What follows belongs to an exercise in optimizing a design on an open flow for small area, a short achievable clock period and few clock cycles per item; a production flow would make more cautious choices.
Where RTL was checked, it was by simulation tests only, not by an equivalence proof against the original.
For runs 1 to 3, only the layout was checked, not whether the RTL still works.
In every run shown here, the design's own scripts or RTL, not TritonCTS, make the clock network.
No driver is modelled on the clock port, so clock power and skew are understated where the tree is cut down; a real chip needs a root buffer or a tree.
Power and IR drop assume default switching activity.

## flow/config.mk

```make
export PLATFORM = sky130hd
export DESIGN_NAME = prng
export DESIGN_NICKNAME = prng
export VERILOG_FILES = /design/flow/design.v
export SDC_FILE = /design/flow/constraint.sdc
export NUM_CORES = 8
export LEC_CHECK = 0
export CAP_MARGIN = 20
export CORE_MARGIN = 2
export CORE_UTILIZATION = 40
export SLEW_MARGIN = 40
```

## flow/constraint.sdc

```tcl
create_clock -name core_clock -period 9.0 [get_ports {clk}]
set_input_delay 1.8000 -clock core_clock [delete_from_list [all_inputs] [get_ports {clk}]]
set_output_delay 1.8000 -clock core_clock [all_outputs]
set_load 0.01 [all_outputs]
```

## flow/design.v

```verilog
`timescale 1ns / 1ps
module prng (
	input clk,     
	input rst,   
	input [31:0] seed,
	input start,
	input cont,
	output reg done,
	output [31:0] rand_num
);
localparam B  = 4;                 
localparam NB = (31 + B - 1) / B;  
reg [30:0] acc;    
reg  [2:0] cnt;    
reg  [3:0] nen;    
wire busy = !nen[0];
assign rand_num = {1'b0, acc};
wire [30:0] nen_bits = {{7{nen[3]}}, {8{nen[2]}}, {8{nen[1]}}, {8{nen[0]}}};
wire [30:0] b = ~({acc[2:0], acc[30:3]} | nen_bits);
wire [30:0] g = acc & b;    
wire [30:0] p = acc ^ b;    
localparam LB = (B > 8) ? 4 : (B > 4) ? 3 : (B > 2) ? 2 : (B > 1) ? 1 : 0;   
wire [30:0] lg [0:LB];
wire [30:0] lp [0:LB];
wire [30:0] gl = lg[LB];
wire [30:0] pl = lp[LB];
assign lg[0] = g;
assign lp[0] = p;
wire [NB-1:0] bg, bp;
wire [30:0] c;
genvar i, j, k;
generate
	for (k = 0; k < LB; k = k + 1) begin : local_level
		for (i = 0; i < 31; i = i + 1) begin : local_bit
			localparam LO = i - i % B;
			localparam OFF = i % B;
			localparam J = LO + (OFF & ~((2 << k) - 1)) + (1 << k) - 1;
			if ((OFF >> k) & 1) begin : merge
				assign lg[k+1][i] = lg[k][i] | lp[k][i] & lg[k][J];
				assign lp[k+1][i] = lp[k][i] & lp[k][J];
			end else begin : pass
				assign lg[k+1][i] = lg[k][i];
				assign lp[k+1][i] = lp[k][i];
			end
		end
	end
	for (j = 0; j < NB; j = j + 1) begin : block_gp
		localparam TOP = (j * B + B - 1 > 30) ? 30 : j * B + B - 1;
		assign bg[j] = gl[TOP];
		assign bp[j] = pl[TOP];
	end
endgenerate
localparam L = (NB > 16) ? 5 : (NB > 8) ? 4 : (NB > 4) ? 3 : (NB > 2) ? 2 : 1;   
wire [NB-1:0] cg [0:L];
wire [NB-1:0] cp [0:L];
assign cg[0] = bg;
assign cp[0] = bp;
generate
	for (k = 0; k < L; k = k + 1) begin : ring_level
		for (j = 0; j < NB; j = j + 1) begin : ring_block
			localparam J2 = (j + NB - (1 << k) % NB) % NB;
			assign cg[k+1][j] = cg[k][j] | cp[k][j] & cg[k][J2];
			assign cp[k+1][j] = cp[k][j] & cp[k][J2];
		end
	end
	for (i = 0; i < 31; i = i + 1) begin : carry
		localparam BI = i / B;
		localparam BPREV = (BI + NB - 1) % NB;
		if (i % B == 0) begin : first
			assign c[i] = cg[L][BPREV];
		end else begin : next
			assign c[i] = gl[i-1] | pl[i-1] & cg[L][BPREV];
		end
	end
endgenerate
wire [3:0]  keep = ~nen | {4{done}};
wire [30:0] keep_bits = {{7{keep[3]}}, {8{keep[2]}}, {8{keep[1]}}, {8{keep[0]}}};
wire [30:0] x = (p & keep_bits) | ({seed[15:0], seed[30:16]} & ~keep_bits);
always @(posedge clk)
	acc <= x ^ c;
always @(posedge clk)
	cnt <= busy ? cnt + 3'd1 : 3'd0;
always @(posedge clk) begin
	if (rst) begin
		nen  <= 4'hf;
		done <= 1'b0;
	end else if (busy) begin
		if (cnt == 3'd4)        nen[0] <= 1'b1;
		if (cnt[2])             nen[1] <= 1'b1;
		if (cnt[2] && !cnt[1])  nen[2] <= 1'b1;
		if (cnt[2] && !cnt[0])  nen[3] <= 1'b1;
		if (cnt == 3'd4)        done   <= 1'b1;
	end else if (done) begin
		if (!start) done <= 1'b0;
	end else if (start) begin
		nen <= 4'd0;
	end
end
endmodule
```

## flow/flow/run.sh

```bash
#!/bin/bash
# The standard layout (standard.sh) with these changes:
#  - synthesis: ABC maps the logic with flow/abc.script instead of ORFS's
#    abc_speed.script; everything else, registers included, is as in the
#    standard flow;
#  - the port buffers are plain buffers (sky130_fd_sc_hd__buf_1) instead of
#    the cell buffer_ports picks by itself;
#  - after clock tree synthesis, flow/clock_tree.tcl replaces the two-level
#    clock tree with one level of clock buffers;
#  - timing repair aims for 6.3 ns of setup slack.
set -euo pipefail
cp -r "$FLOW_HOME/scripts" scripts
cp flow/abc.script scripts/abc_speed.script
export SCRIPTS_DIR="$PWD/scripts"
export BUFFER_PORTS_ARGS="-buffer_cell sky130_fd_sc_hd__buf_1"
export POST_CTS_TCL="$PWD/flow/clock_tree.tcl"
export SETUP_SLACK_MARGIN=6.3
bash standard.sh > standard.log 2>&1
```

## flow/flow/abc.script

```
&get -n
&st
&syn2
&dch
&nf -R 20
&put
buffer -c
topo
stime -c
upsize -c
dnsize -c
```

## flow/flow/clock_tree.tcl

```tcl
# POST_CTS hook: replace the clock tree that clock_tree_synthesis built (a
# root buffer feeding leaf buffers) with a single level of buffers: the clock
# port drives NBUF clock buffers, each driving the clock pins of one group of
# nearby flip-flops. Every flip-flop's clock passes through exactly one
# buffer, so the clock arrives at all of them at about the same time.
set nbuf 4
set cell sky130_fd_sc_hd__clkbuf_8

set block [ord::get_db_block]
set db [ord::get_db]
set clk_net [[$block findBTerm clk] getNet]

# Walk the clock network from the port: buffers to remove, and the clock pins
# of the cells they (or the port) drive.
set bufs {}
set loads {}
set sinks {}
set todo [list $clk_net]
while {[llength $todo] > 0} {
  set net [lindex $todo 0]
  set todo [lrange $todo 1 end]
  foreach it [$net getITerms] {
    if {![$it isInputSignal] && [$it getIoType] ne "INPUT"} { continue }
    set inst [$it getInst]
    set m [[$inst getMaster] getName]
    if {[string match "clkload*" [$inst getName]]} {
      # a dummy load clock_tree_synthesis added to balance its tree
      lappend loads $inst
    } elseif {[string match "sky130_fd_sc_hd__clkbuf_*" $m] || [string match "sky130_fd_sc_hd__buf_*" $m]} {
      lappend bufs $inst
      set onet [[$inst findITerm X] getNet]
      if {$onet ne "NULL"} { lappend todo $onet }
    } else {
      lappend sinks $it
    }
  }
}
puts "clock_tree.tcl: [llength $bufs] clock buffers and [llength $loads] dummy loads removed, [llength $sinks] clock pins"

foreach inst $loads {
  foreach it [$inst getITerms] { if {[$it getNet] ne "NULL"} { $it disconnect } }
  odb::dbInst_destroy $inst
}

foreach inst $bufs {
  set onet [[$inst findITerm X] getNet]
  if {$onet ne "NULL"} {
    foreach it [$onet getITerms] { $it disconnect }
    odb::dbNet_destroy $onet
  }
  [$inst findITerm A] disconnect
  odb::dbInst_destroy $inst
}

# Group the clock pins: split by x into halves, then each half by y.
proc split_by {pts idx n} {
  set pts [lsort -integer -index $idx $pts]
  set per [expr {int(ceil(double([llength $pts]) / $n))}]
  set out {}
  for {set k 0} {$k < $n} {incr k} {
    lappend out [lrange $pts [expr {$k * $per}] [expr {($k + 1) * $per - 1}]]
  }
  return $out
}
set pts {}
foreach it $sinks {
  set loc [[$it getInst] getLocation]
  lappend pts [list [lindex $loc 0] [lindex $loc 1] $it]
}
set groups {}
foreach half [split_by $pts 0 [expr {$nbuf / 2}]] {
  foreach g [split_by $half 1 2] { lappend groups $g }
}

set master [$db findMaster $cell]
set k 0
foreach grp $groups {
  if {[llength $grp] == 0} { continue }
  set sx 0
  set sy 0
  foreach p $grp {
    incr sx [lindex $p 0]
    incr sy [lindex $p 1]
  }
  set b [odb::dbInst_create $block $master clkbuf_leaf_$k]
  set net [odb::dbNet_create $block clknet_leaf_$k]
  $net setSigType CLOCK
  [$b findITerm A] connect $clk_net
  [$b findITerm X] connect $net
  foreach p $grp { [lindex $p 2] connect $net }
  $b setLocation [expr {$sx / [llength $grp]}] [expr {$sy / [llength $grp]}]
  $b setPlacementStatus PLACED
  incr k
}
puts "clock_tree.tcl: $k clock buffers ($cell) inserted"
detailed_placement
check_placement -verbose
```

## flow/standard.sh

```bash
#!/bin/bash
# synth_recipe.tcl (not shown) runs the flow's synth.tcl, then flattens the netlist and writes it again
# the make line also repeats each setting of config.mk as NAME=value (left out here)
make -C /OpenROAD-flow-scripts/flow DESIGN_CONFIG=/design/flow/config.mk WORK_HOME=/design/flow/orfs CLKGATE_MAP_FILE= SYNTH_SCRIPT=/design/flow/synth_recipe.tcl "${@:-finish}"
```

==> flow_summary.yaml, run 1 <==
setup_path:
  slowest_delay_ps: 390
  critPathLaunchType: "register"
  path_max_fanout: 6
  cpMaxStageDelayCell: "dfxtp_4"
  path_cells: "nor2_1 > ha_1 > and3_4 > a221o_1 > a31oi_2 > o31ai_1 > a31o_2 > nand3_2 > nand2_1 > a21o_1 > xnor2_1"
  cp.required_ps: 9030
  cp-end-kind: "register"
  worstSetupPathType: "reg -> reg"
  arrival_ps: 2560
die:
  die_area_sq_um: 7480
  coreArea_sq_um: 6680
  die_x_um: 86.5
  rows: 30
  die_y_um: 86.5
  start_util: 0.407
  ios: 69
timing:
  fmax_ghz: 0.394
  finalHoldViolCount: 0
  final-setup-viol-count: 0
  drv_slew: 0
  fin_ws_ps: 6460
  rsz0062_at_grt: "no"
  timing.slew.headroom: 0.457
  clock_skew_ps: 6.88
  setup_tns_ps: 0
  fin_crit_ps: 2540
  max_slew.worst_pin.slew_ps: 812
  layout_worst_path_cycle_share: 0.282
synth:
  synth-seq-cells: 39
  synth.avg_cell_area_sq_um: 8.53
  synthSimpleGateAreaFrac: 0.157
  synth_fp_nets: 388
  synth_cells: 319
  synth_top_cell_by_area: "dfxtp_1"
  synth.area.top_cells: "dfxtp_1 29%, ha_1 15%, mux2i_1 11%"
  synth_seq_area_share: 0.287
  yosysMostFrequentCell: "nor2_1"
  yosys-top-cells-count: "53 x nor2_1, 39 x dfxtp_1, 33 x ha_1"
  synth-warning-count: 1
  synth_xor_area_frac: 0.103
  synth.distinct_cells: 33
  synth_async_sr_flop_share: 0
  synth-compound-area-share: 0.168
  netlist_area_sq_um: 2720
  synth_top_family_by_area: "compound AO/OA/AOI/OAI gates"
  synth.mux.area_fraction: 0.107
  synth_edf_count: 0
  synth_fa_ha_area_frac: 0.152
  yosysTopAreaCellShare: 0.287
  synth_ff_type: "dfxtp_1"
worst_hold_path:
  hold_class: "reg -> reg"
clock_network:
  cts_sinks: 39
  clk_latency_ps: 140
  path_clk_slew_ps: 80
global_route:
  grt_pass1_vias: 2310
  met3_usage: 0.0257
  grt_max_degree: 15
  antenna_found_initial: 0
  grtUsageTotal: 0.177
  gr-max-usage-layer: "met2"
  overflow: 0
  grt_pass1_wl_mm: 10.6
  grt_util_met1: 0.237
  met2_usage: 0.293
final_layout:
  final_cell_count_no_fill: 464
  final_nets: 455
  drive_above_1_share: 0.102
  area_growth_pct: 16.8
  diodes: 0
job:
  max_cap_violations: 0
routing:
  totalWireLength_mm: 6.33
  wl_per_cell_um: 13.6
  drt_iter0_drc: 57
  antenna_left: 0
  drc: 0
  dr_total_vias: 2405
  vias_per_cell: 5.18
  first_pass_iters: 6
placed_design:
  gp_congestion: 0.824
  dpl_worst_slack_ps: 6170
  dp_cells: 456
  dp_hpwl_mm: 5.15
  io_buffers: 65
power_and_ir_drop:
  ir_drop_mv: 0.170
  power_density_nw_per_um2: 330
  leakagePower_nw: 1.44
status:
  status: "no timing/DRC/antenna violations"
state kept, by name (all words and copies together), names as in the netlist:
register  count
acc          31
cnt           3
done          1
nen           4
power by group:
| part | internal [W] | switching, W |
|---|---|---|
| registers | 0.000254 | 0.0000741 |
| clock network | 0.0000405 | 0.0000476 |
| logic | 0.000264 | 0.000369 |
per-stage QoR:
step	cell area [sq um]	power (W)	hold WS (ps)	util
after floorplan	2720	0.000772	430	-
after global placement	3030	0.000927	455	0.454
after detailed placement	3040	0.000939	477	0.455
after global routing	3180	0.00115	543	0.476
final	3180	0.00105	495	0.476
routing by layer:
layer / up-vias / routed length, um
met5: - / 0
met4: 0 / 91
met3: 5 / 196
met2: 46 / 2950
met1: 1091 / 3090
li1: 1263 / -
final timing paths:
kind	start	to	slack [ps]	cells after the start
setup reg to reg	nen[1]$_SDFFE_PP1P_	acc[19]$_DFF_P_	6460	11
hold / removal	cnt[0]$_SDFF_PP0_	cnt[0]$_SDFF_PP0_	490	1
setup / recovery	nen[1]$_SDFFE_PP1P_	acc[19]$_DFF_P_	6460	11
hold reg to reg	cnt[0]$_SDFF_PP0_	cnt[0]$_SDFF_PP0_	490	1
logic make-up (layout without fill, tap and decap cells):
family                   count (synthesis)  after routing
XOR/XNOR                                32             32
flip-flops                              39             39
multiplexers                            29             29
adder cells (fa/ha/maj)                 33             33
AND/OR/NAND/NOR                         96             96
buffers and inverters                   17             82
other                                    1              1
AO/OA/AOI/OAI                           72             72
critical path, delay by kind of cell, from the launching register on:
kind / cells / cell delay, ps
compound gates: 5 / 1180
flops: 1 / 390
simple gates: 4 / 410
xor+xnor: 1 / 110
fa+ha+maj: 1 / 340
placed cells by master (no fill, tap or decap), types with 2 or more instances in the layout:
| cell | count |
|---|---|
| nor2_1 | 51 |
| mux2i_1 | 29 |
| xnor2_1 | 19 |
| nor2b_2 | 2 |
| buf_1 | 65 |
| nand2_1 | 22 |
| a21oi_2 | 4 |
| nor2b_1 | 3 |
| xor2_1 | 13 |
| inv_1 | 9 |
| nand2b_1 | 2 |
| dfxtp_4 | 3 |
| nand3_2 | 3 |
| a21o_1 | 6 |
| dfxtp_1 | 34 |
| clkbuf_8 | 4 |
| o31ai_1 | 6 |
| buf_4 | 3 |
| o21ai_1 | 7 |
| a21oi_1 | 26 |
| o21bai_1 | 3 |
| a31o_2 | 5 |
| a31oi_2 | 3 |
| nand4_1 | 6 |
| ha_1 | 33 |
| nand3_1 | 2 |
| dfxtp_2 | 2 |
| nor2_2 | 2 |
| o31ai_2 | 2 |
| o21ai_0 | 4 |
final cells by class:
class	count	area, sq um
Inverter	9	33.8
Tap cell	80	100
Sequential cell	39	795
Buffer	4	55.1
Fill cell	688	3500
Multi-Input combinational cell	263	1920
Timing Repair Buffer	69	272
==> run 2: changes to the inputs <==
--- a/flow/design.v
+++ b/flow/design.v
@@ -8,7 +8,7 @@
 	output reg done,
 	output [31:0] rand_num
 );
-localparam B  = 4;                 
+localparam B  = 8;                 
 localparam NB = (31 + B - 1) / B;  
 reg [30:0] acc;    
 reg  [2:0] cnt;    
@@ -78,22 +78,23 @@
 wire [30:0] x = (p & keep_bits) | ({seed[15:0], seed[30:16]} & ~keep_bits);
 always @(posedge clk)
 	acc <= x ^ c;
-always @(posedge clk)
-	cnt <= busy ? cnt + 3'd1 : 3'd0;
 always @(posedge clk) begin
 	if (rst) begin
 		nen  <= 4'hf;
 		done <= 1'b0;
+		cnt  <= 3'd0;
 	end else if (busy) begin
+		cnt <= cnt + 3'd1;
 		if (cnt == 3'd4)        nen[0] <= 1'b1;
 		if (cnt[2])             nen[1] <= 1'b1;
 		if (cnt[2] && !cnt[1])  nen[2] <= 1'b1;
 		if (cnt[2] && !cnt[0])  nen[3] <= 1'b1;
-		if (cnt == 3'd4)        done   <= 1'b1;
+		if (cnt == 3'd4)        done  <= 1'b1;
 	end else if (done) begin
 		if (!start) done <= 1'b0;
 	end else if (start) begin
 		nen <= 4'd0;
+		cnt <= 3'd0;
 	end
 end
 endmodule
==> flow_summary.yaml, run 2 <==
status:
  status: "no timing/DRC/antenna violations"
die:
  rows: 29
  ios: 69
  die_area_sq_um: 7340
  die_y_um: 85.7
  coreArea_sq_um: 6390
  die_x_um: 85.7
  start_util: 0.418
final_layout:
  drive_above_1_share: 0.0887
  fin_area_sq_um: 3120
  diodes: 0
  final_common_cell: "buf_1"
  final_cell_mix: "65 x buf_1, 44 x nor2_1, 33 x ha_1, 33 x dfxtp_1, 29 x mux2i_1"
  area_growth_pct: 17.0
  largest_register_ffs: 31
  largest_registers: "acc (31), nen (4), cnt (3)"
  final_nets: 443
  regMostFlops: "acc"
synth:
  synth.distinct_cells: 40
  synth_seq_area_share: 0.292
  synth_xor_area_frac: 0.102
  yosys-top-cells-count: "45 x nor2_1, 39 x dfxtp_1, 33 x ha_1"
  synth-seq-cells: 39
  netlist_area_sq_um: 2670
  synth-compound-area-share: 0.168
  synth_top_family_by_area: "compound AO/OA/AOI/OAI gates"
  yosysMostFrequentCell: "nor2_1"
  synthSimpleGateAreaFrac: 0.143
  synth_cells: 305
  synth_fa_ha_area_frac: 0.155
  synth_async_sr_flop_share: 0
  synth_fp_nets: 374
  synth.mux.area_fraction: 0.113
  synth_ff_type: "dfxtp_1"
  synth_edf_count: 0
  synth.area.top_cells: "dfxtp_1 29%, ha_1 15%, mux2i_1 11%"
  synth_top_cell_by_area: "dfxtp_1"
  synth.avg_cell_area_sq_um: 8.75
  synth-warning-count: 1
  yosysTopAreaCellShare: 0.292
job:
  max_cap_violations: 0
global_route:
  grtUsageTotal: 0.173
  antenna_found_initial: 0
  grt_pass1_wl_mm: 10.3
  grt_pass1_vias: 2232
  grt_max_degree: 14
  overflow: 0
setup_path:
  slowest_delay_ps: 390
  crit_family: "compound AO/OA/AOI/OAI gates"
  cp.required_ps: 9080
  path_max_fanout: 6
  reg2reg_depth: 11
  r2r_end: "acc[7]$_DFF_P_"
  path_cells: "nor2_1 > ha_1 > and3_1 > and2_1 > a221o_1 > a21o_1 > a31o_4 > a21boi_4 > o21ai_2 > a21oi_2 > xor2_1"
  critPathLaunchType: "register"
  path_buf_inv: 0
  startpoint: "nen[1]$_SDFFE_PP1P_"
  worstSetupPathType: "reg -> reg"
  cp-end-kind: "register"
  cpMaxStageDelayCell: "dfxtp_4"
  timing.rr.start: "nen[1]$_SDFFE_PP1P_"
  regToRegSetupSlack_ps: 6340
  arrival_ps: 2740
timing:
  fin_crit_ps: 2660
  setup_tns_ps: 0
  finalHoldViolCount: 0
  clock_skew_ps: 10.5
  rsz0062_at_grt: "yes"
  fin_ws_ps: 6340
  timing.slew.headroom: 0.448
  hold-worst-slack_ps: 543
  drv_slew: 0
  layout_worst_path_cycle_share: 0.296
  final-setup-viol-count: 0
  max_slew.worst_pin.slew_ps: 826
  fmax_ghz: 0.375
placed_design:
  placed_area_sq_um: 2980
  io_buffers: 65
  gp_congestion: 0.816
  dpl_worst_slack_ps: 5910
  dp_hpwl_mm: 4.77
worst_hold_path:
  hp-start: "cnt[2]$_SDFFE_PP0P_"
  whs_endpoint: "cnt[2]$_SDFFE_PP0P_"
  worstHoldPathCells: 2
  hold_class: "reg -> reg"
routing:
  wl_per_cell_um: 14.1
  dr_total_vias: 2333
  first_pass_iters: 4
  drt_iter0_drc: 59
  vias_per_cell: 5.20
  totalWireLength_mm: 6.33
  antenna_left: 0
  drc: 0
power_and_ir_drop:
  power_density_nw_per_um2: 322
  ir_drop_mv: 0.130
  power.total_w: 0.00100
  leakagePower_nw: 1.49
clock_network:
  path_clk_slew_ps: 80
  cts_sinks: 39
  clk_latency_ps: 140
==> run 2: cells by family (layout without fill, tap and decap cells) <==
family          count (synthesis)  in the layout
mux                            30             30
compound gates                 67             67
buf+inv                        17             84
simple gates                   87             87
flops                          39             39
fa+ha+maj                      33             33
xor+xnor                       31             31
other cells                     1              1
==> run 2: power breakdown <==
part	switching [W]	total [W]	internal [W]	leakage [nW]
sequential	0.0000751	0.000329	0.000254	0.329
combinational	0.000328	0.000583	0.000255	1.13
clock	0.0000517	0.0000924	0.0000407	0.0288
total	0.000455	0.00100	0.000550	1.49
==> run 2: final cells by class <==
type	count	area (sq um)
plain buffers	4	55.1
fillers	648	3260
inverters	8	30.0
multi-input cells	249	1850
flip-flops and latches	39	798
well taps	77	96.3
repair buffers	72	294
==> run 2: stage by stage <==
stage / instances / util
6_report: 449 / 0.489
3_3_place_gp: 438 / 0.466
3_5_place_dp: 438 / 0.466
5_1_grt: 449 / 0.489
2_1_floorplan: 305 / -
==> run 2: worst max path at each step <==
stage	to	cells after the start
2_1_floorplan	acc[7]$_DFF_P_	12
6_report	acc[7]$_DFF_P_	11
3_3_place_gp	acc[30]$_DFF_P_	10
3_5_place_dp	acc[30]$_DFF_P_	10
5_1_grt	acc[7]$_DFF_P_	11
==> run 2: layer usage <==
metal	vias up	part of all wire	GRT usage
met2	52	0.44	0.266
met3	3	0.051	0.0510
met5	-	0	0
li1	1213	-	-
met4	0	0.0068	0.0303
met1	1065	0.50	0.244
==> run 2: worst min-delay path: stages (launching register included) <==
cell,delay [ps]
dfxtp_1,330
a21oi_1,120
nor3_1,50
==> run 3: changes to the inputs <==
--- a/flow/design.v
+++ b/flow/design.v
@@ -8,14 +8,14 @@
 	output reg done,
 	output [31:0] rand_num
 );
-localparam B  = 8;                 
+localparam B  = 4;                 
 localparam NB = (31 + B - 1) / B;  
 reg [30:0] acc;    
 reg  [2:0] cnt;    
-reg  [3:0] nen;    
+reg  [1:0] nen;    
 wire busy = !nen[0];
 assign rand_num = {1'b0, acc};
-wire [30:0] nen_bits = {{7{nen[3]}}, {8{nen[2]}}, {8{nen[1]}}, {8{nen[0]}}};
+wire [30:0] nen_bits = {{15{nen[1]}}, {16{nen[0]}}};
 wire [30:0] b = ~({acc[2:0], acc[30:3]} | nen_bits);
 wire [30:0] g = acc & b;    
 wire [30:0] p = acc ^ b;    
@@ -73,28 +73,25 @@
 		end
 	end
 endgenerate
-wire [3:0]  keep = ~nen | {4{done}};
-wire [30:0] keep_bits = {{7{keep[3]}}, {8{keep[2]}}, {8{keep[1]}}, {8{keep[0]}}};
+wire [1:0]  keep = ~nen | {2{done}};
+wire [30:0] keep_bits = {{15{keep[1]}}, {16{keep[0]}}};
 wire [30:0] x = (p & keep_bits) | ({seed[15:0], seed[30:16]} & ~keep_bits);
 always @(posedge clk)
 	acc <= x ^ c;
+always @(posedge clk)
+	cnt <= busy ? cnt + 3'd1 : 3'd0;
 always @(posedge clk) begin
 	if (rst) begin
-		nen  <= 4'hf;
+		nen  <= 2'b11;
 		done <= 1'b0;
-		cnt  <= 3'd0;
 	end else if (busy) begin
-		cnt <= cnt + 3'd1;
 		if (cnt == 3'd4)        nen[0] <= 1'b1;
 		if (cnt[2])             nen[1] <= 1'b1;
-		if (cnt[2] && !cnt[1])  nen[2] <= 1'b1;
-		if (cnt[2] && !cnt[0])  nen[3] <= 1'b1;
-		if (cnt == 3'd4)        done  <= 1'b1;
+		if (cnt == 3'd4)        done   <= 1'b1;
 	end else if (done) begin
 		if (!start) done <= 1'b0;
 	end else if (start) begin
-		nen <= 4'd0;
-		cnt <= 3'd0;
+		nen <= 2'b00;
 	end
 end
 endmodule
==> flow_summary.yaml, run 3 <==
die:
  start_util: 0.415
  coreArea_sq_um: 6350
  ios: 69
  die_area_sq_um: 7260
  die_y_um: 85.2
  die_x_um: 85.2
  rows: 29
status:
  status: "no timing/DRC/antenna violations"
power_and_ir_drop:
  ir_drop_mv: 0.162
  power_density_nw_per_um2: 340
  leakagePower_nw: 1.40
global_route:
  grtUsageTotal: 0.175
  met3_usage: 0.0292
  gr-max-usage-layer: "met2"
  grt_pass1_vias: 2272
  grt_max_degree: 23
  met2_usage: 0.276
  grt_util_met1: 0.244
  grt_pass1_wl_mm: 10.4
  overflow: 0
  antenna_found_initial: 0
synth:
  synth-warning-count: 1
  synth.avg_cell_area_sq_um: 8.62
  synth_top_family_by_area: "compound AO/OA/AOI/OAI gates"
  synth.area.top_cells: "dfxtp_1 28%, ha_1 16%, mux2i_1 11%"
  synth_fa_ha_area_frac: 0.157
  synth-seq-cells: 37
  yosysMostFrequentCell: "nor2_1"
  synth_cells: 306
  yosys-top-cells-count: "51 x nor2_1, 37 x dfxtp_1, 33 x ha_1"
  synth-compound-area-share: 0.173
  synth.mux.area_fraction: 0.110
  synthSimpleGateAreaFrac: 0.148
  yosysTopAreaCellShare: 0.281
  synth.distinct_cells: 34
  synth_ff_type: "dfxtp_1"
  netlist_area_sq_um: 2640
  synth_async_sr_flop_share: 0
  synth_edf_count: 0
  synth_top_cell_by_area: "dfxtp_1"
  synth_xor_area_frac: 0.106
  synth_fp_nets: 375
  synth_seq_area_share: 0.281
timing:
  fmax_ghz: 0.389
  rsz0062_at_grt: "yes"
  setup_tns_ps: 0
  final-setup-viol-count: 0
  clock_skew_ps: 11.3
  finalHoldViolCount: 0
  max_slew.worst_pin.slew_ps: 631
  layout_worst_path_cycle_share: 0.285
  fin_crit_ps: 2570
  timing.slew.headroom: 0.578
  drv_slew: 0
  hold-worst-slack_ps: 450
setup_path:
  r2r_end: "acc[19]$_DFF_P_"
  slowest_delay_ps: 390
  cpMaxStageDelayCell: "a221o_1"
  regToRegSetupSlack_ps: 6430
  path_cells: "nor2_2 > ha_1 > and3_4 > a221o_1 > a31oi_2 > o31ai_2 > a31o_2 > nand3_2 > nand2_1 > a21o_1 > xnor2_1"
  arrival_ps: 2600
  cp.required_ps: 9030
  path_buf_inv: 0
  path_max_fanout: 7
  cp-end-kind: "register"
  worstSetupPathType: "reg -> reg"
  critPathLaunchType: "register"
  crit_family: "compound AO/OA/AOI/OAI gates"
  reg2reg_depth: 11
  cp.depth: 11
  timing.rr.start: "nen[0]$_SDFF_PP1_"
final_layout:
  final_nets: 442
  final_cell_mix: "65 x buf_1, 48 x nor2_1, 34 x dfxtp_1"
  final_common_cell: "buf_1"
  drive_above_1_share: 0.121
  diodes: 0
  regMostFlops: "acc"
  largest_registers: "acc (31), cnt (3), nen (2)"
  fillCellCount: 644
  largest_register_ffs: 31
  area_growth_pct: 18.5
worst_hold_path:
  hold_class: "reg -> reg"
  worstHoldPathCells: 1
  whs_endpoint: "cnt[0]$_SDFF_PP0_"
  hp-start: "cnt[0]$_SDFF_PP0_"
clock_network:
  path_clk_slew_ps: 80
  clk_latency_ps: 140
  cts_sinks: 37
job:
  max_cap_violations: 0
routing:
  dr_total_vias: 2391
  antenna_left: 0
  first_pass_iters: 4
  wl_per_cell_um: 13.9
  drc: 0
  totalWireLength_mm: 6.25
  vias_per_cell: 5.34
  drt_iter0_drc: 73
placed_design:
  dp_hpwl_mm: 4.82
  gp_congestion: 0.853
  io_buffers: 65
run 3: report_power, final:
group / switching [W] / internal [W] / leakage [nW] / total [W]
sequential: 0.0000723 / 0.000245 / 0.312 / 0.000317
clock: 0.0000480 / 0.0000406 / 0.0288 / 0.0000885
combinational: 0.000385 / 0.000272 / 1.05 / 0.000657
run 3: stage by stage:
step | util | power (W) | instance area, sq um | cells | setup WS, ps
after floorplan | - | 0.000775 | 2650 | 306 | 6330
after global placement | 0.464 | 0.000926 | 2950 | 440 | 5890
after detailed placement | 0.466 | 0.000938 | 2960 | 440 | 5850
after global routing | 0.492 | 0.00116 | 3130 | 448 | 6240
final | 0.492 | 0.00106 | 3130 | 448 | 6430
run 3: cell type report:
type | instances | area, sq um | share of cell area
Inverter | 7 | 26.3 | 0.00840
Buffer | 4 | 55.1 | 0.0176
Timing Repair Buffer | 69 | 274 | 0.0876
Sequential cell | 37 | 749 | 0.240
Multi-Input combinational cell | 254 | 1930 | 0.616
Tap cell | 77 | 96.3 | 0.0308
run 3: per-layer routing:
layer / wire length, um / share of wire / vias up
met5: 0 / 0 / -
met4: 99 / 0.016 / 0
met3: 306 / 0.049 / 8
met2: 2810 / 0.45 / 59
met1: 3030 / 0.48 / 1098
li1: - / - / 1226
run 3: logic make-up after synthesis:
kind of cell,after synthesis
muxes,29
xor gates and xnor gates,32
adders and majority gates,33
AOI/OAI and AO/OA,71
buffers and inverters,15
DFF,37
other,1
and+or+nand+nor,88
run 3: worst max-delay path by stage:
stage / start / to / slack, ps
2_1_floorplan: nen[0]$_SDFF_PP1_ / acc[3]$_DFF_P_ / 6330
3_3_place_gp: nen[0]$_SDFF_PP1_ / acc[15]$_DFF_P_ / 5890
3_5_place_dp: nen[0]$_SDFF_PP1_ / acc[15]$_DFF_P_ / 5850
5_1_grt: nen[1]$_SDFFE_PP1P_ / acc[27]$_DFF_P_ / 6240
6_report: nen[0]$_SDFF_PP1_ / acc[19]$_DFF_P_ / 6430
==> run 4: changes to the inputs <==
--- a/flow/design.v
+++ b/flow/design.v
@@ -78,20 +78,21 @@
 wire [30:0] x = (p & keep_bits) | ({seed[15:0], seed[30:16]} & ~keep_bits);
 always @(posedge clk)
 	acc <= x ^ c;
-always @(posedge clk)
-	cnt <= busy ? cnt + 3'd1 : 3'd0;
 always @(posedge clk) begin
 	if (rst) begin
 		nen  <= 2'b11;
 		done <= 1'b0;
+		cnt  <= 3'd0;
 	end else if (busy) begin
+		cnt <= cnt + 3'd1;
 		if (cnt == 3'd4)        nen[0] <= 1'b1;
 		if (cnt[2])             nen[1] <= 1'b1;
-		if (cnt == 3'd4)        done   <= 1'b1;
+		if (cnt == 3'd4)        done  <= 1'b1;
 	end else if (done) begin
 		if (!start) done <= 1'b0;
 	end else if (start) begin
 		nen <= 2'b00;
+		cnt <= 3'd0;
 	end
 end
 endmodule
--- a/flow/config.mk
+++ b/flow/config.mk
@@ -8,4 +8,4 @@
 export CAP_MARGIN = 20
 export CORE_MARGIN = 2
 export CORE_UTILIZATION = 40
-export SLEW_MARGIN = 40
+export SLEW_MARGIN = 70
==> flow_summary.yaml, run 4 <==
status:
  status: "no timing/DRC/antenna violations"
routing:
  antenna_left: 0
  first_pass_iters: 20
  drc: 0
  wl_per_cell_um: 13.5
  dr_total_vias: 2396
  drt_iter0_drc: 57
  totalWireLength_mm: 6.18
  vias_per_cell: 5.23
die:
  rows: 29
  ios: 69
  die_y_um: 85.8
  die_area_sq_um: 7370
  coreArea_sq_um: 6420
  die_x_um: 85.8
  start_util: 0.417
final_layout:
  diodes: 0
  post-route-util: 0.488
  final_common_cell: "buf_1"
  largest_registers: "acc (31), cnt (3), nen (2)"
  final_cell_count_no_fill: 458
  fin_area_sq_um: 3130
  drive_above_1_share: 0.0997
  largest_register_ffs: 31
  area_growth_pct: 16.9
  final_cell_mix: "65 x buf_1, 53 x nor2_1, 34 x dfxtp_1"
  regMostFlops: "acc"
  final_nets: 452
  fillCellCount: 658
timing:
  fmax_ghz: 0.395
  rsz0062_at_grt: "yes"
  clock_skew_ps: 5.39
  final-setup-viol-count: 0
  drv_slew: 0
  finalHoldViolCount: 0
  fin_crit_ps: 2530
  layout_worst_path_cycle_share: 0.281
  setup_tns_ps: 0
  hold-worst-slack_ps: 461
setup_path:
  arrival_ps: 2590
  path_max_fanout: 20
  timing.rr.start: "nen[0]$_SDFF_PP1_"
  cp-end-kind: "register"
  cp.required_ps: 9060
  r2r_end: "acc[7]$_DFF_P_"
  reg2reg_depth: 11
  critPathLaunchType: "register"
  worstSetupPathType: "reg -> reg"
  regToRegSetupSlack_ps: 6470
synth:
  synth.avg_cell_area_sq_um: 8.50
  yosysTopAreaCellShare: 0.277
  synth_seq_area_share: 0.277
  yosysMostFrequentCell: "nor2_1"
  synth_ff_type: "dfxtp_1"
  netlist_area_sq_um: 2680
  synth.distinct_cells: 34
  synth_edf_count: 0
  synth-seq-cells: 37
  synth-warning-count: 1
  synth_top_cell_by_area: "dfxtp_1"
  synth_async_sr_flop_share: 0
  yosys-top-cells-count: "53 x nor2_1, 37 x dfxtp_1, 33 x ha_1"
  synth.area.top_cells: "dfxtp_1 28%, ha_1 15%, mux2i_1 11%"
  synth_cells: 315
  synth_fp_nets: 384
worst_hold_path:
  whs_endpoint: "cnt[2]$_SDFFE_PP0P_"
  worstHoldPathCells: 1
  hp-start: "cnt[2]$_SDFFE_PP0P_"
  hold_class: "reg -> reg"
placed_design:
  io_buffers: 65
  dp_cells: 453
  gp_congestion: 0.818
  dp_hpwl_mm: 5.07
  placed_area_sq_um: 3040
clock_network:
  clk_latency_ps: 130
  path_clk_slew_ps: 70
  cts_sinks: 37
global_route:
  grt_pass1_wl_mm: 10.4
  grt_pass1_vias: 2336
  antenna_found_initial: 0
  grtUsageTotal: 0.173
  grt_max_degree: 21
  overflow: 0
power_and_ir_drop:
  ir_drop_mv: 0.121
  leakagePower_nw: 1.42
  power_density_nw_per_um2: 335
job:
  max_cap_violations: 0
-- run 4: cell count changes after synthesis, moves of 2 or more --
| cell | before | now |
|---|---|---|
| a21o_1 | 6 | 8 |
| a21oi_2 | 3 | 6 |
| nand2_1 | 18 | 21 |
| nor2_1 | 51 | 53 |
| o21ai_0 | 8 | 1 |
| o21ai_1 | 2 | 8 |
-- run 4: cell type report --
type                    count  area (sq um)  share of cell area
plain buffers               4          55.1              0.0176
flip-flops and latches     37           749               0.239
inverters                   8          30.0             0.00959
well taps                  77          96.3              0.0308
multi-input cells         262          1920               0.612
repair buffers             70           285              0.0911
-- run 4: per-stage QoR --
stage	total power, W	setup slack (ps)
2_1_floorplan	0.000784	6360
3_3_place_gp	0.000940	6080
6_report	0.00105	6470
3_5_place_dp	0.000954	6290
5_1_grt	0.00115	6260
-- run 4: kinds of logic after synthesis --
kind of cell    synth area share
compound gates             0.183
xor+xnor                   0.101
simple gates               0.150
mux                        0.108
fa+ha+maj                  0.154
buf+inv                   0.0252
other cells              0.00140
flops                      0.277
-- run 4: worst max-delay path by stage --
| stage | startpoint | end | slack (ps) |
|---|---|---|---|
| 6_report | nen[0]$_SDFF_PP1_ | acc[7]$_DFF_P_ | 6470 |
| 5_1_grt | nen[0]$_SDFF_PP1_ | acc[14]$_DFF_P_ | 6260 |
| 2_1_floorplan | nen[1]$_SDFFE_PP1P_ | acc[19]$_DFF_P_ | 6360 |
| 3_3_place_gp | nen[0]$_SDFF_PP1_ | acc[11]$_DFF_P_ | 6080 |
| 3_5_place_dp | nen[0]$_SDFF_PP1_ | acc[11]$_DFF_P_ | 6290 |
-- run 4: per-layer routing --
layer,part of all wire,wire (um),global-route usage
met1,0.48,2990,0.232
met2,0.47,2890,0.288
met3,0.036,220,0.0260
met4,0.012,76,0.0519
met5,0,0,0
-- run 4: worst max-delay path: stages, from the launching register on --
cell	delay, ps
dfxtp_4	480
nor2_1	90
ha_1	360
a21oi_1	100
o21ai_1	230
a21oi_1	140
o31ai_1	340
a31o_2	270
nand3_1	90
nand2_1	120
a21o_1	140
xnor2_1	110
-- run 4: power by group --
group / switching [W] / leakage (nW) / internal, W / total, W
Clock: 0.0000461 / 0.0288 / 0.0000405 / 0.0000866
Combinational: 0.000377 / 1.08 / 0.000266 / 0.000643
Sequential: 0.0000739 / 0.312 / 0.000245 / 0.000319
Testbench counts of run 4, summed over its fixed seeds: cycles 18,432, items 2,048.
==> run 5: changes to the inputs <==
==> flow/flow/abc.script (replaced) <==
&get -n
&st
&dch
&nf -R 20
&st
&syn2
&if -g -K 6
&synch2
&nf -R 20
&st
&syn2
&if -g -K 6
&synch2
&nf -R 20
&st
&syn2
&if -g -K 6
&synch2
&nf -R 20
&st
&syn2
&if -g -K 6
&synch2
&nf -R 20
&st
&syn2
&if -g -K 6
&synch2
&nf -R 20
&put
buffer -c
topo
stime -c
upsize -c
dnsize -c
--- a/flow/config.mk
+++ b/flow/config.mk
@@ -8,4 +8,4 @@
 export CAP_MARGIN = 20
 export CORE_MARGIN = 2
 export CORE_UTILIZATION = 40
-export SLEW_MARGIN = 70
+export SLEW_MARGIN = 40
==> flow_summary.yaml, run 5 <==
power_and_ir_drop:
  leakagePower_nw: 1.54
  swShare: 0.478
  p_int_w: 0.000604
  switchingPower_w: 0.000554
  combPwrFrac: 0.647
  clkPwrFrac: 0.075
  power_density_nw_per_um2: 333
  power.total_w: 0.00116
  p_seq_frac: 0.279
  ir_drop_mv: 0.134
job:
  max_cap_violations: 0
die:
  coreArea_sq_um: 6720
  die_area_sq_um: 7560
  die_x_um: 86.9
  die_y_um: 86.9
  ios: 69
  start_util: 0.409
  rows: 30
timing:
  layout_worst_path_cycle_share: 0.293
  drv_slew: 0
  max_slew.worst_pin.slew_ps: 603
  fmax_ghz: 0.379
  clock_skew_ps: 9.81
  rsz0062_at_grt: "yes"
  fin_crit_ps: 2640
  timing.slew.headroom: 0.597
  setup_tns_ps: 0
  finalHoldViolCount: 0
  final-setup-viol-count: 0
routing:
  dr_total_vias: 2590
  totalWireLength_mm: 7.34
  vias_per_cell: 5.45
  first_pass_iters: 6
  wl_per_cell_um: 15.5
  antenna_left: 0
  drt_iter0_drc: 100
  drc: 0
placed_design:
  placed_area_sq_um: 3070
  gp_congestion: 0.824
  dp_hpwl_mm: 5.37
  dp_cells: 456
  io_buffers: 65
final_layout:
  final_cell_mix: "65 x buf_1, 36 x nor2_1, 34 x dfxtp_1"
  final_cell_count_no_fill: 475
  fin_area_sq_um: 3480
  regMostFlops: "acc"
  largest_register_ffs: 31
  largest_registers: "acc (31), cnt (3), nen (2)"
  final_nets: 466
  drive_above_1_share: 0.177
  area_growth_pct: 26.4
  final_common_cell: "buf_1"
  diodes: 0
  fillCellCount: 669
synth:
  synth_seq_area_share: 0.269
  synth_edf_count: 0
  synth_top_cell_by_area: "dfxtp_1"
  synth.area.top_cells: "dfxtp_1 27%, ha_1 15%, mux2i_1 9.5%"
  synth_async_sr_flop_share: 0
  synth.distinct_cells: 49
  synth-seq-cells: 37
  synth_cells: 318
  synth_fp_nets: 387
  yosysMostFrequentCell: "nor2_1"
  synth.avg_cell_area_sq_um: 8.65
  netlist_area_sq_um: 2750
  synth_ff_type: "dfxtp_1"
  yosysTopAreaCellShare: 0.269
  synth-warning-count: 1
  yosys-top-cells-count: "40 x nor2_1, 37 x dfxtp_1, 33 x ha_1"
setup_path:
  cpMaxStageDelayCell: "dfxtp_4"
  cp.required_ps: 9010
  slowest_delay_ps: 410
  arrival_ps: 2650
  cp-end-kind: "register"
  critPathLaunchType: "register"
  crit_top_cell: "a21o_1"
  path_cells: "buf_8 > nor2_2 > ha_1 > nand2_2 > nor3_4 > a21oi_2 > o31ai_2 > a41o_1 > a21o_1 > a21o_1 > a311oi_1"
  worstSetupPathType: "reg -> reg"
  regToRegSetupSlack_ps: 6360
  path_max_fanout: 8
clock_network:
  cts_sinks: 37
  clk_latency_ps: 140
  path_clk_slew_ps: 70
status:
  status: "no timing/DRC/antenna violations"
global_route:
  antenna_found_initial: 0
  grtUsageTotal: 0.186
  grt_max_degree: 18
  overflow: 0
  grt_pass1_wl_mm: 11.1
  grt_pass1_vias: 2394
worst_hold_path:
  hold_class: "reg -> reg"
==> run 5: changes by cell type after synthesis, moves of 3 or more <==
cell	delta
a21oi_1	+4
a221o_1	+3
a31o_2	-3
and3_1	+3
and4_1	+3
mux2i_1	-3
nor2_1	-13
o31ai_1	-6
==> run 5: routing by layer <==
metal  global-route usage  up-vias  routed length (um)
met5                    0        -                   0
met4               0.0639        0                 103
met3               0.0237        6                 221
met2                0.311       60                3470
met1                0.245     1196                3540
li1                     -     1328                   -
==> run 5: cell families (layout without fill, tap and decap cells) <==
kind of cell	after synthesis	count (layout)	synth area share
simple gates	93	93	0.161
buf+inv	15	92	0.0232
other cells	1	1	0.00136
compound gates	82	82	0.200
flops	37	37	0.269
fa+ha+maj	33	33	0.150
mux	28	28	0.103
xor+xnor	29	29	0.0923
==> run 5: path summary, 6_finish.rpt <==
| kind | start | to | cells past startpoint |
|---|---|---|---|
| max | nen[1]$_SDFFE_PP1P_ | acc[19]$_DFF_P_ | 11 |
| min | cnt[1]$_SDFFE_PP0P_ | cnt[1]$_SDFFE_PP0P_ | 2 |
| max reg2reg | nen[1]$_SDFFE_PP1P_ | acc[19]$_DFF_P_ | 11 |
| min reg2reg | cnt[1]$_SDFFE_PP0P_ | cnt[1]$_SDFFE_PP0P_ | 2 |
==> run 5: final cells by class <==
class / count / area [sq um] / share of cell area
multi-input combinational: 266 / 2150 / 0.620
sequential: 37 / 749 / 0.216
timing repair buffer: 81 / 392 / 0.113
tap: 80 / 100 / 0.0288
buffer: 4 / 55.1 / 0.0158
inverter: 7 / 26.3 / 0.00756
==> run 5: critical path, delay by kind of cell, from the launching register on <==
kind                     cells  cell delay [ps]
AO/OA/AOI/OAI                6             1250
flip-flops                   1              410
adder cells (fa/ha/maj)      1              330
AND/OR/NAND/NOR              3              380
buffers and inverters        1              150
==> run 5: power groups by stage <==
stage	Sequential, W	Combinational [W]	Clock, W
3_3_place_gp	0.000324	0.000619	0
3_5_place_dp	0.000326	0.000630	0
2_1_floorplan	0.000336	0.000447	0
6_report	0.000323	0.000749	0.0000867
5_1_grt	0.000334	0.000823	0.0000942
==> run 5: metrics by stage <==
stage | utilization | hold slack [ps] | setup WS [ps]
floorplan | - | 458 | 6330
global placement | 0.457 | 481 | 5830
detailed placement | 0.457 | 492 | 5820
global route | 0.518 | 543 | 6280
finish | 0.518 | 500 | 6360
==> run 6: changes to the inputs <==
==> flow/flow/abc.script (replaced) <==
strash
dch
amap
topo
stime -c
buffer -c
upsize -c
dnsize -c
==> flow_summary.yaml, run 6 <==
status:
  status: "no timing/DRC/antenna violations"
clock_network:
  path_clk_slew_ps: 70
  clk_latency_ps: 140
  cts_sinks: 37
timing:
  timing.slew.headroom: 0.625
  fmax_ghz: 0.383
  max_slew.worst_pin.slew_ps: 558
  clock_skew_ps: 8.62
  rsz0062_at_grt: "yes"
  final-setup-viol-count: 0
  finalHoldViolCount: 0
  layout_worst_path_cycle_share: 0.290
  drv_slew: 0
  fin_ws_ps: 6390
  fin_crit_ps: 2610
  setup_tns_ps: 0
power_and_ir_drop:
  leakagePower_nw: 1.36
  power.total_w: 0.00114
  ir_drop_mv: 0.147
  power_density_nw_per_um2: 338
setup_path:
  cp.required_ps: 9070
  critPathLaunchType: "register"
  cp-end-kind: "register"
  path_cells: "buf_6 > nor2_2 > ha_1 > a21oi_2 > nor2_1 > a211oi_2 > o21a_1 > o31ai_1 > a31oi_1 > inv_2 > a311oi_2 > nor2_1 > a21oi_1"
  slowest_delay_ps: 400
  cpMaxStageDelayCell: "dfxtp_4"
  startpoint: "nen[0]$_SDFF_PP1_"
  arrival_ps: 2680
  crit_family: "compound AO/OA/AOI/OAI gates"
  cp.depth: 13
  path_buf_inv: 2
  crit_top_cell: "nor2_1"
  regToRegSetupSlack_ps: 6390
  r2r_end: "acc[3]$_DFF_P_"
  reg2reg_depth: 13
  path_max_fanout: 6
  worstSetupPathType: "reg -> reg"
  timing.rr.start: "nen[0]$_SDFF_PP1_"
job:
  max_cap_violations: 0
global_route:
  grtUsageTotal: 0.197
  grt_pass1_vias: 2634
  grt_pass1_wl_mm: 11.8
  grt_max_degree: 23
  antenna_found_initial: 0
  overflow: 0
synth:
  synth.avg_cell_area_sq_um: 7.68
  synth.distinct_cells: 30
  yosysMostFrequentCell: "nor2_1"
  synth_seq_area_share: 0.274
  synth.area.top_cells: "dfxtp_1 27%, ha_1 15%, nor2_1 11%"
  yosysTopAreaCellShare: 0.274
  synth_async_sr_flop_share: 0
  synth-warning-count: 1
  synth_ff_type: "dfxtp_1"
  yosys-top-cells-count: "77 x nor2_1, 37 x dfxtp_1, 34 x a21oi_1"
  netlist_area_sq_um: 2710
  synth_top_cell_by_area: "dfxtp_1"
  synth_fp_nets: 421
  synth_cells: 352
  synth-seq-cells: 37
  synth_edf_count: 0
die:
  die_y_um: 86.2
  die_area_sq_um: 7440
  ios: 69
  coreArea_sq_um: 6460
  start_util: 0.419
  rows: 29
  die_x_um: 86.2
routing:
  drc: 0
  totalWireLength_mm: 7.30
  vias_per_cell: 5.46
  wl_per_cell_um: 14.3
  antenna_left: 0
  first_pass_iters: 5
  drt_iter0_drc: 99
  dr_total_vias: 2791
final_layout:
  final_cell_mix: "74 x nor2_1, 65 x buf_1, 35 x dfxtp_1"
  final_cell_count_no_fill: 511
  final_common_cell: "nor2_1"
  fillCellCount: 663
  largest_register_ffs: 31
  drive_above_1_share: 0.182
  final_nets: 505
  regMostFlops: "acc"
  diodes: 0
  area_growth_pct: 24.6
  largest_registers: "acc (31), cnt (3), nen (2)"
placed_design:
  dpl_worst_slack_ps: 5990
  gp_congestion: 0.820
  dp_hpwl_mm: 5.36
  dp_cells: 487
  io_buffers: 65
worst_hold_path:
  hold_class: "reg -> reg"
  whs_endpoint: "cnt[0]$_SDFFE_PP0P_"
  hp-start: "cnt[0]$_SDFFE_PP0P_"
  worstHoldPathCells: 1
## run 6: cell types whose count changed after synthesis, moves of 7 or more
cell      delta
nor2_1      +37
mux2i_1     -26
o22ai_1     +23
xnor2_1     -17
xor2_1      -12
clkinv_1     +8
o22a_1       +8
a211oi_2     +7
a21o_1       -7
a311oi_2     +7
nand4_1      -7
## run 6: metrics by stage
step	hold slack, ps	cell area, sq um	utilization
6_report	503	3370	0.522
5_1_grt	520	3370	0.522
3_5_place_dp	484	3020	0.468
3_3_place_gp	477	3020	0.468
2_1_floorplan	446	2710	-
## run 6: worst max path at each step
| stage | to | slack, ps |
|---|---|---|
| floorplan | acc[3]$_DFF_P_ | 6370 |
| global placement | acc[11]$_DFF_P_ | 6000 |
| detailed placement | acc[11]$_DFF_P_ | 5990 |
| global route | acc[23]$_DFF_P_ | 6240 |
| finish | acc[3]$_DFF_P_ | 6390 |
## run 6: cell type report
class                   instances  area [sq um]  share of cell area
well taps                      77          96.3              0.0286
inverters                      25          93.8              0.0278
multi-input cells             281          1950               0.579
flip-flops and latches         37           748               0.222
repair buffers                 87           424               0.126
plain buffers                   4          55.1              0.0163
## run 6: cells by family (layout without fill, tap and decap cells)
| family | after synthesis | after routing | synth area share |
|---|---|---|---|
| AO/OA/AOI/OAI | 132 | 132 | 0.349 |
| other | 1 | 1 | 0.00139 |
| buffers and inverters | 34 | 116 | 0.0486 |
| flip-flops | 37 | 37 | 0.274 |
| adder cells (fa/ha/maj) | 33 | 33 | 0.153 |
| AND/OR/NAND/NOR | 115 | 115 | 0.174 |
## run 6: report_power, final
group	switching [W]	total [W]	internal (W)
Sequential	0.0000757	0.000317	0.000241
Clock	0.0000467	0.0000872	0.0000405
Combinational	0.000430	0.000735	0.000305
## run 6: routing by layer
metal / share of wire / wire length (um) / track usage
met1: 0.49 / 3540 / 0.266
met5: 0 / 0 / 0
met2: 0.46 / 3330 / 0.322
met3: 0.043 / 314 / 0.0314
met4: 0.016 / 116 / 0.0639
==> run 7: changes to the inputs <==
==> flow/flow/abc.script (replaced) <==
&get -n
&st
&syn2
&dch
&nf -R 20
&put
buffer -c
topo
stime -c
upsize -c
dnsize -c
==> flow_summary.yaml, run 7 <==
power_and_ir_drop:
  switchingPower_w: 0.000498
  power_density_nw_per_um2: 337
  clkPwrFrac: 0.083
  leakagePower_nw: 1.40
  ir_drop_mv: 0.133
  swShare: 0.475
  combPwrFrac: 0.613
  p_int_w: 0.000550
  p_seq_frac: 0.304
timing:
  finalHoldViolCount: 0
  final-setup-viol-count: 0
  hold-worst-slack_ps: 460
  layout_worst_path_cycle_share: 0.280
  max_slew.worst_pin.slew_ps: 655
  drv_slew: 0
  fmax_ghz: 0.397
  clock_skew_ps: 7.03
  fin_crit_ps: 2520
  timing.slew.headroom: 0.562
  rsz0062_at_grt: "no"
  setup_tns_ps: 0
final_layout:
  area_growth_pct: 16.0
  seq_area_sq_um: 749
  largest_registers: "acc (31), cnt (3), nen (2)"
  diodes: 0
  fillCellCount: 673
  post-route-util: 0.484
  regMostFlops: "acc"
  final_common_cell: "buf_1"
  fin_area_sq_um: 3110
  final_nets: 449
  final_cell_mix: "65 x buf_1, 53 x nor2_1, 34 x dfxtp_1"
  multiInputGateArea_sq_um: 1920
  drive_above_1_share: 0.0926
  largest_register_ffs: 31
die:
  die_area_sq_um: 7370
  die_x_um: 85.8
  start_util: 0.417
  coreArea_sq_um: 6420
  ios: 69
  die_y_um: 85.8
  rows: 29
synth:
  synth.avg_cell_area_sq_um: 8.50
  synth.area.top_cells: "dfxtp_1 28%, ha_1 15%, mux2i_1 11%"
  yosys-top-cells-count: "53 x nor2_1, 37 x dfxtp_1, 33 x ha_1"
  synth_cells: 315
  synth_top_cell_by_area: "dfxtp_1"
  synth_async_sr_flop_share: 0
  yosysMostFrequentCell: "nor2_1"
  synth_edf_count: 0
  synth-seq-cells: 37
  synth.distinct_cells: 34
  netlist_area_sq_um: 2680
  synth_ff_type: "dfxtp_1"
  synth_fp_nets: 384
  synth_seq_area_share: 0.277
  synth-warning-count: 1
  yosysTopAreaCellShare: 0.277
routing:
  first_pass_iters: 20
  totalWireLength_mm: 6.31
  vias_per_cell: 5.28
  dr_total_vias: 2401
  drt_iter0_drc: 61
  antenna_left: 0
  wl_per_cell_um: 13.9
  drc: 0
setup_path:
  cp-end-kind: "register"
  path_max_fanout: 11
  timing.rr.start: "nen[0]$_SDFF_PP1_"
  r2r_end: "acc[11]$_DFF_P_"
  reg2reg_depth: 10
  regToRegSetupSlack_ps: 6480
  arrival_ps: 2550
  critPathLaunchType: "register"
  worstSetupPathType: "reg -> reg"
  cp.required_ps: 9020
global_route:
  grt_max_degree: 21
  antenna_found_initial: 0
  grt_pass1_vias: 2268
  grtUsageTotal: 0.173
  overflow: 0
  grt_pass1_wl_mm: 10.2
worst_hold_path:
  whs_endpoint: "cnt[2]$_SDFFE_PP0P_"
  hold_class: "reg -> reg"
  hp-start: "cnt[2]$_SDFFE_PP0P_"
  worstHoldPathCells: 1
placed_design:
  gp_congestion: 0.818
  dp_hpwl_mm: 5.00
  io_buffers: 65
  placed_area_sq_um: 2990
clock_network:
  cts_sinks: 37
  path_clk_slew_ps: 70
  clk_latency_ps: 140
job:
  max_cap_violations: 0
status:
  status: "no timing/DRC/antenna violations"
-- run 7: cell types whose count changed in the layout (fill, tap and decap cells not counted), moves of 13 or more --
cell	change
mux2i_1	+29
o22ai_1	-24
nor2_1	-21
xnor2_1	+18
buf_4	-16
xor2_1	+13
-- run 7: critical path, cell delays in order (launching register included) --
cell,delay [ps]
dfxtp_4,420
buf_4,200
nor2_1,60
ha_1,350
and3_2,220
a31oi_2,120
o31ai_2,300
a31oi_2,210
o21ai_1,280
a21oi_2,90
xor2_1,160
-- run 7: logic make-up after synthesis --
| family | synth area share |
|---|---|
| muxes | 0.108 |
| AOI/OAI and AO/OA | 0.183 |
| xor gates and xnor gates | 0.101 |
| other | 0.00140 |
| adders and majority gates | 0.154 |
| buffers and inverters | 0.0252 |
| and+or+nand+nor | 0.150 |
| DFF | 0.277 |
-- run 7: layer usage --
metal  part of all wire  track usage
met1               0.48        0.222
met2               0.46        0.288
met3              0.046       0.0481
met4              0.011       0.0418
met5                  0            0
-- run 7: worst max path at each step --
stage                        startpoint               to  slack, ps  depth (start not counted)
floorplan           nen[1]$_SDFFE_PP1P_  acc[19]$_DFF_P_       6360                         13
global placement      nen[0]$_SDFF_PP1_  acc[11]$_DFF_P_       6080                         10
detailed placement    nen[0]$_SDFF_PP1_  acc[11]$_DFF_P_       6050                         10
finish                nen[0]$_SDFF_PP1_  acc[11]$_DFF_P_       6480                         10
global route          nen[0]$_SDFF_PP1_  acc[11]$_DFF_P_       6300                         10
-- run 7: cell type report --
| class | count | area share |
|---|---|---|
| Multi-Input combinational cell | 262 | 0.617 |
| Buffer | 4 | 0.0177 |
| Inverter | 8 | 0.00967 |
| Sequential cell | 37 | 0.241 |
| Tap cell | 77 | 0.0310 |
| Timing Repair Buffer | 67 | 0.0834 |
-- run 7: per-stage QoR --
| step | cells | worst slack [ps] | power [W] |
|---|---|---|---|
| 3_5_place_dp | 449 | 6050 | 0.000950 |
| 2_1_floorplan | 315 | 6360 | 0.000784 |
| 6_report | 455 | 6480 | 0.00105 |
| 3_3_place_gp | 449 | 6080 | 0.000940 |
| 5_1_grt | 455 | 6300 | 0.00115 |
-- run 7: power groups by stage --
stage / Combinational (W) / Clock [W] / Sequential (W)
global route: 0.000725 / 0.0000977 / 0.000329
floorplan: 0.000448 / 0 / 0.000336
global placement: 0.000617 / 0 / 0.000323
finish: 0.000643 / 0.0000875 / 0.000319
detailed placement: 0.000626 / 0 / 0.000324
==> run 8: changes to the inputs <==
--- a/flow/config.mk
+++ b/flow/config.mk
@@ -8,4 +8,4 @@
 export CAP_MARGIN = 20
 export CORE_MARGIN = 2
 export CORE_UTILIZATION = 40
-export SLEW_MARGIN = 40
+export SLEW_MARGIN = 50
==> flow_summary.yaml, run 8 <==
setup_path:
  critPathLaunchType: "register"
  slowest_delay_ps: 420
  arrival_ps: 2550
  worstSetupPathType: "reg -> reg"
  cp-end-kind: "register"
  path_max_fanout: 11
  crit_top_cell: "a31oi_2"
  crit_family: "compound AO/OA/AOI/OAI gates"
  path_buf_inv: 1
  cp.required_ps: 9020
  path_cells: "buf_4 > nor2_1 > ha_1 > and3_2 > a31oi_2 > o31ai_2 > a31oi_2 > o21ai_1 > a21oi_2 > xor2_1"
  cpMaxStageDelayCell: "dfxtp_4"
routing:
  vias_per_cell: 5.28
  totalWireLength_mm: 6.31
  drc: 0
  wl_per_cell_um: 13.9
  antenna_left: 0
  first_pass_iters: 20
  dr_total_vias: 2401
  drt_iter0_drc: 61
placed_design:
  gp_congestion: 0.818
  io_buffers: 65
  placed_area_sq_um: 2990
  dp_hpwl_mm: 5.00
  dp_cells: 449
timing:
  fmax_ghz: 0.397
  final-setup-viol-count: 0
  setup_tns_ps: 0
  finalHoldViolCount: 0
  rsz0062_at_grt: "no"
  layout_worst_path_cycle_share: 0.280
  fin_crit_ps: 2520
  drv_slew: 0
  clock_skew_ps: 7.03
  timing.slew.headroom: 0.562
  max_slew.worst_pin.slew_ps: 655
final_layout:
  drive_above_1_share: 0.0926
  fillCellCount: 673
  final_cell_count_no_fill: 455
  fin_area_sq_um: 3110
  final_nets: 449
  largest_register_ffs: 31
  regMostFlops: "acc"
  largest_registers: "acc (31), cnt (3), nen (2)"
  post-route-util: 0.484
  final_common_cell: "buf_1"
  diodes: 0
  final_cell_mix: "65 x buf_1, 53 x nor2_1, 34 x dfxtp_1"
  area_growth_pct: 16.0
synth:
  synth.avg_cell_area_sq_um: 8.50
  synth_cells: 315
  synth_seq_area_share: 0.277
  netlist_area_sq_um: 2680
  synth_top_cell_by_area: "dfxtp_1"
  synth.area.top_cells: "dfxtp_1 28%, ha_1 15%, mux2i_1 11%"
  yosys-top-cells-count: "53 x nor2_1, 37 x dfxtp_1, 33 x ha_1"
  synth_fp_nets: 384
  synth_ff_type: "dfxtp_1"
  synth_async_sr_flop_share: 0
  synth.distinct_cells: 34
  synth_edf_count: 0
  synth-seq-cells: 37
  yosysMostFrequentCell: "nor2_1"
  yosysTopAreaCellShare: 0.277
  synth-warning-count: 1
global_route:
  overflow: 0
  grt_max_degree: 21
  grtUsageTotal: 0.173
  grt_pass1_vias: 2268
  grt_pass1_wl_mm: 10.2
  antenna_found_initial: 0
die:
  coreArea_sq_um: 6420
  rows: 29
  start_util: 0.417
  die_area_sq_um: 7370
  die_y_um: 85.8
  die_x_um: 85.8
  ios: 69
clock_network:
  path_clk_slew_ps: 70
  clk_latency_ps: 140
  cts_sinks: 37
power_and_ir_drop:
  power_density_nw_per_um2: 337
  ir_drop_mv: 0.133
  leakagePower_nw: 1.40
worst_hold_path:
  hold_class: "reg -> reg"
status:
  status: "no timing/DRC/antenna violations"
job:
  max_cap_violations: 0
[run 8: worst paths after layout]
kind | slack (ps) | startpoint | to | depth (start not counted)
max reg2reg | 6480 | nen[0]$_SDFF_PP1_ | acc[11]$_DFF_P_ | 10
max | 6480 | nen[0]$_SDFF_PP1_ | acc[11]$_DFF_P_ | 10
min reg2reg | 460 | cnt[2]$_SDFFE_PP0P_ | cnt[2]$_SDFFE_PP0P_ | 1
min | 460 | cnt[2]$_SDFFE_PP0P_ | cnt[2]$_SDFFE_PP0P_ | 1
[run 8: stage by stage]
step / setup WS, ps / power [W] / hold slack (ps)
2_1_floorplan: 6360 / 0.000784 / 423
3_3_place_gp: 6080 / 0.000940 / 441
3_5_place_dp: 6050 / 0.000950 / 449
5_1_grt: 6300 / 0.00115 / 489
6_report: 6480 / 0.00105 / 460
[run 8: kinds of logic after synthesis]
family | synth area share
simple gates | 0.150
compound gates | 0.183
flops | 0.277
fa+ha+maj | 0.154
xor+xnor | 0.101
mux | 0.108
buf+inv | 0.0252
other cells | 0.00140
[run 8: layer usage]
layer,GRT usage,vias to the layer above,share of wire
met2,0.288,51,0.46
met1,0.222,1094,0.48
met3,0.0481,5,0.046
met4,0.0418,0,0.011
met5,0,-,0
li1,-,1251,-
[run 8: area by class of cell]
| class | count | area (sq um) | share of cell area |
|---|---|---|---|
| buffer | 4 | 55.1 | 0.0177 |
| sequential | 37 | 749 | 0.241 |
| inverter | 8 | 30.0 | 0.00967 |
| multi-input combinational | 262 | 1920 | 0.617 |
| timing repair buffer | 67 | 259 | 0.0834 |
| tap | 77 | 96.3 | 0.0310 |
[run 8: power breakdown]
part           leakage, nW  internal (W)  switching [W]
clock network       0.0288     0.0000405      0.0000469
registers            0.312      0.000245      0.0000739
logic                 1.06      0.000265       0.000378
==> run 9: changes to the inputs <==
--- a/flow/flow/run.sh
+++ b/flow/flow/run.sh
@@ -7,12 +7,12 @@
 #    the cell buffer_ports picks by itself;
 #  - after clock tree synthesis, flow/clock_tree.tcl replaces the two-level
 #    clock tree with one level of clock buffers;
-#  - timing repair aims for 6.3 ns of setup slack.
+#  - timing repair aims for 6.25 ns of setup slack.
 set -euo pipefail
 cp -r "$FLOW_HOME/scripts" scripts
 cp flow/abc.script scripts/abc_speed.script
 export SCRIPTS_DIR="$PWD/scripts"
 export BUFFER_PORTS_ARGS="-buffer_cell sky130_fd_sc_hd__buf_1"
 export POST_CTS_TCL="$PWD/flow/clock_tree.tcl"
-export SETUP_SLACK_MARGIN=6.3
+export SETUP_SLACK_MARGIN=6.25
 bash standard.sh > standard.log 2>&1
--- a/flow/config.mk
+++ b/flow/config.mk
@@ -8,4 +8,4 @@
 export CAP_MARGIN = 20
 export CORE_MARGIN = 2
 export CORE_UTILIZATION = 40
-export SLEW_MARGIN = 50
+export SLEW_MARGIN = 40
==> flow_summary.yaml, run 9 <==
final_layout:
  largest_register_ffs: 31
  final_cell_mix: "65 x buf_1, 52 x nor2_1, 34 x dfxtp_1"
  seq_area_sq_um: 749
  multiInputGateArea_sq_um: 1890
  drive_above_1_share: 0.0769
  fin_area_sq_um: 3070
  final_common_cell: "buf_1"
  final_cell_count_no_fill: 454
  diodes: 0
  regMostFlops: "acc"
  final_nets: 448
  largest_registers: "acc (31), cnt (3), nen (2)"
  area_growth_pct: 14.5
  fillCellCount: 682
power_and_ir_drop:
  switchingPower_w: 0.000491
  clkPwrFrac: 0.084
  combPwrFrac: 0.608
  p_seq_frac: 0.308
  leakagePower_nw: 1.39
  swShare: 0.474
  p_int_w: 0.000546
  power_density_nw_per_um2: 338
  ir_drop_mv: 0.145
routing:
  antenna_left: 0
  top_layer: "met4"
  drt_iter0_drc: 53
  drc: 0
  met1_length_mm: 3.01
  dr_total_vias: 2380
  totalWireLength_mm: 6.23
  first_pass_iters: 6
  vias_per_cell: 5.24
  route.met3.wl_um: 257
  wl_met2_mm: 2.91
  wl_per_cell_um: 13.7
clock_network:
  clk_latency_ps: 140
  path_clk_slew_ps: 70
  cts_sinks: 37
setup_path:
  path_max_fanout: 20
  regToRegSetupSlack_ps: 6420
  arrival_ps: 2600
  worstSetupPathType: "reg -> reg"
  cp.required_ps: 9030
  critPathLaunchType: "register"
  cp-end-kind: "register"
die:
  die_x_um: 85.8
  start_util: 0.417
  coreArea_sq_um: 6420
  die_y_um: 85.8
  ios: 69
  die_area_sq_um: 7370
  rows: 29
timing:
  timing.slew.headroom: 0.571
  setup_tns_ps: 0
  hold-worst-slack_ps: 471
  clock_skew_ps: 10.1
  fin_crit_ps: 2580
  rsz0062_at_grt: "yes"
  final-setup-viol-count: 0
  drv_slew: 0
  layout_worst_path_cycle_share: 0.286
  finalHoldViolCount: 0
  max_slew.worst_pin.slew_ps: 642
  fin_ws_ps: 6420
  fmax_ghz: 0.388
synth:
  synth_ff_type: "dfxtp_1"
  synth_top_cell_by_area: "dfxtp_1"
  yosysMostFrequentCell: "nor2_1"
  synth-compound-area-share: 0.183
  synth.area.top_cells: "dfxtp_1 28%, ha_1 15%, mux2i_1 11%"
  synth_cells: 315
  synth-seq-cells: 37
  netlist_area_sq_um: 2680
  synthSimpleGateAreaFrac: 0.150
  yosys-top-cells-count: "53 x nor2_1, 37 x dfxtp_1, 33 x ha_1"
  synth_top_family_by_area: "compound AO/OA/AOI/OAI gates"
  synth_edf_count: 0
  synth_seq_area_share: 0.277
  synth_fa_ha_area_frac: 0.154
  synth_async_sr_flop_share: 0
  synth-warning-count: 1
  synth.mux.area_fraction: 0.108
  synth_fp_nets: 384
  synth.distinct_cells: 34
  synth.avg_cell_area_sq_um: 8.50
  synth_xor_area_frac: 0.101
  yosysTopAreaCellShare: 0.277
placed_design:
  dpl_worst_slack_ps: 6040
  dp_hpwl_mm: 5.05
  io_buffers: 65
  placed_area_sq_um: 2990
  gp_congestion: 0.807
  dp_cells: 449
worst_hold_path:
  hold_class: "reg -> reg"
global_route:
  overflow: 0
  grtUsageTotal: 0.173
  grt_pass1_vias: 2213
  grt_pass1_wl_mm: 10.2
  grt_max_degree: 21
  antenna_found_initial: 0
status:
  status: "no timing/DRC/antenna violations"
job:
  max_cap_violations: 0
[run 9: kinds of logic after synthesis]
logic type | Yosys count
other | 1
DFF | 37
adders and majority gates | 33
buffers and inverters | 16
AOI/OAI and AO/OA | 75
muxes | 29
and+or+nand+nor | 93
xor gates and xnor gates | 31
[run 9: final cells by class]
| cell class | count | share of cell area |
|---|---|---|
| Inverter | 8 | 0.00979 |
| Multi-Input combinational cell | 262 | 0.615 |
| Sequential cell | 37 | 0.244 |
| Timing Repair Buffer | 66 | 0.0820 |
| Buffer | 4 | 0.0179 |
| Tap cell | 77 | 0.0314 |
[run 9: path summary, 6_finish.rpt]
check / end / cells after the start / start
max: acc[11]$_DFF_P_ / 10 / nen[0]$_SDFF_PP1_
min: cnt[2]$_SDFFE_PP0P_ / 1 / cnt[2]$_SDFFE_PP0P_
max reg2reg: acc[11]$_DFF_P_ / 10 / nen[0]$_SDFF_PP1_
min reg2reg: cnt[2]$_SDFFE_PP0P_ / 1 / cnt[2]$_SDFFE_PP0P_
[run 9: worst max-delay path, cell delays in order, from the launching register on]
cell     delay, ps
dfxtp_4        470
nor2_1          80
ha_1           350
nand2_1         90
o21ai_1        220
a31oi_1        150
o31ai_1        300
a31oi_1        230
o21ai_1        320
a21oi_2        100
xor2_1         160
[run 9: metal layers]
layer  vias up  global-route usage
met4         0              0.0375
li1       1246                   -
met1      1087               0.229
met5         -                   0
met2        45               0.286
met3         2              0.0452
[run 9: power groups by stage]
stage,combinational [W],clock [W],sequential [W]
2_1_floorplan,0.000448,0,0.000336
3_3_place_gp,0.000617,0,0.000322
3_5_place_dp,0.000628,0,0.000324
5_1_grt,0.000711,0.0000979,0.000331
6_report,0.000630,0.0000874,0.000319
[run 9: stage by stage]
stage / total power (W) / utilization
2_1_floorplan: 0.000784 / -
3_3_place_gp: 0.000939 / 0.465
3_5_place_dp: 0.000952 / 0.466
5_1_grt: 0.00114 / 0.478
6_report: 0.00104 / 0.478
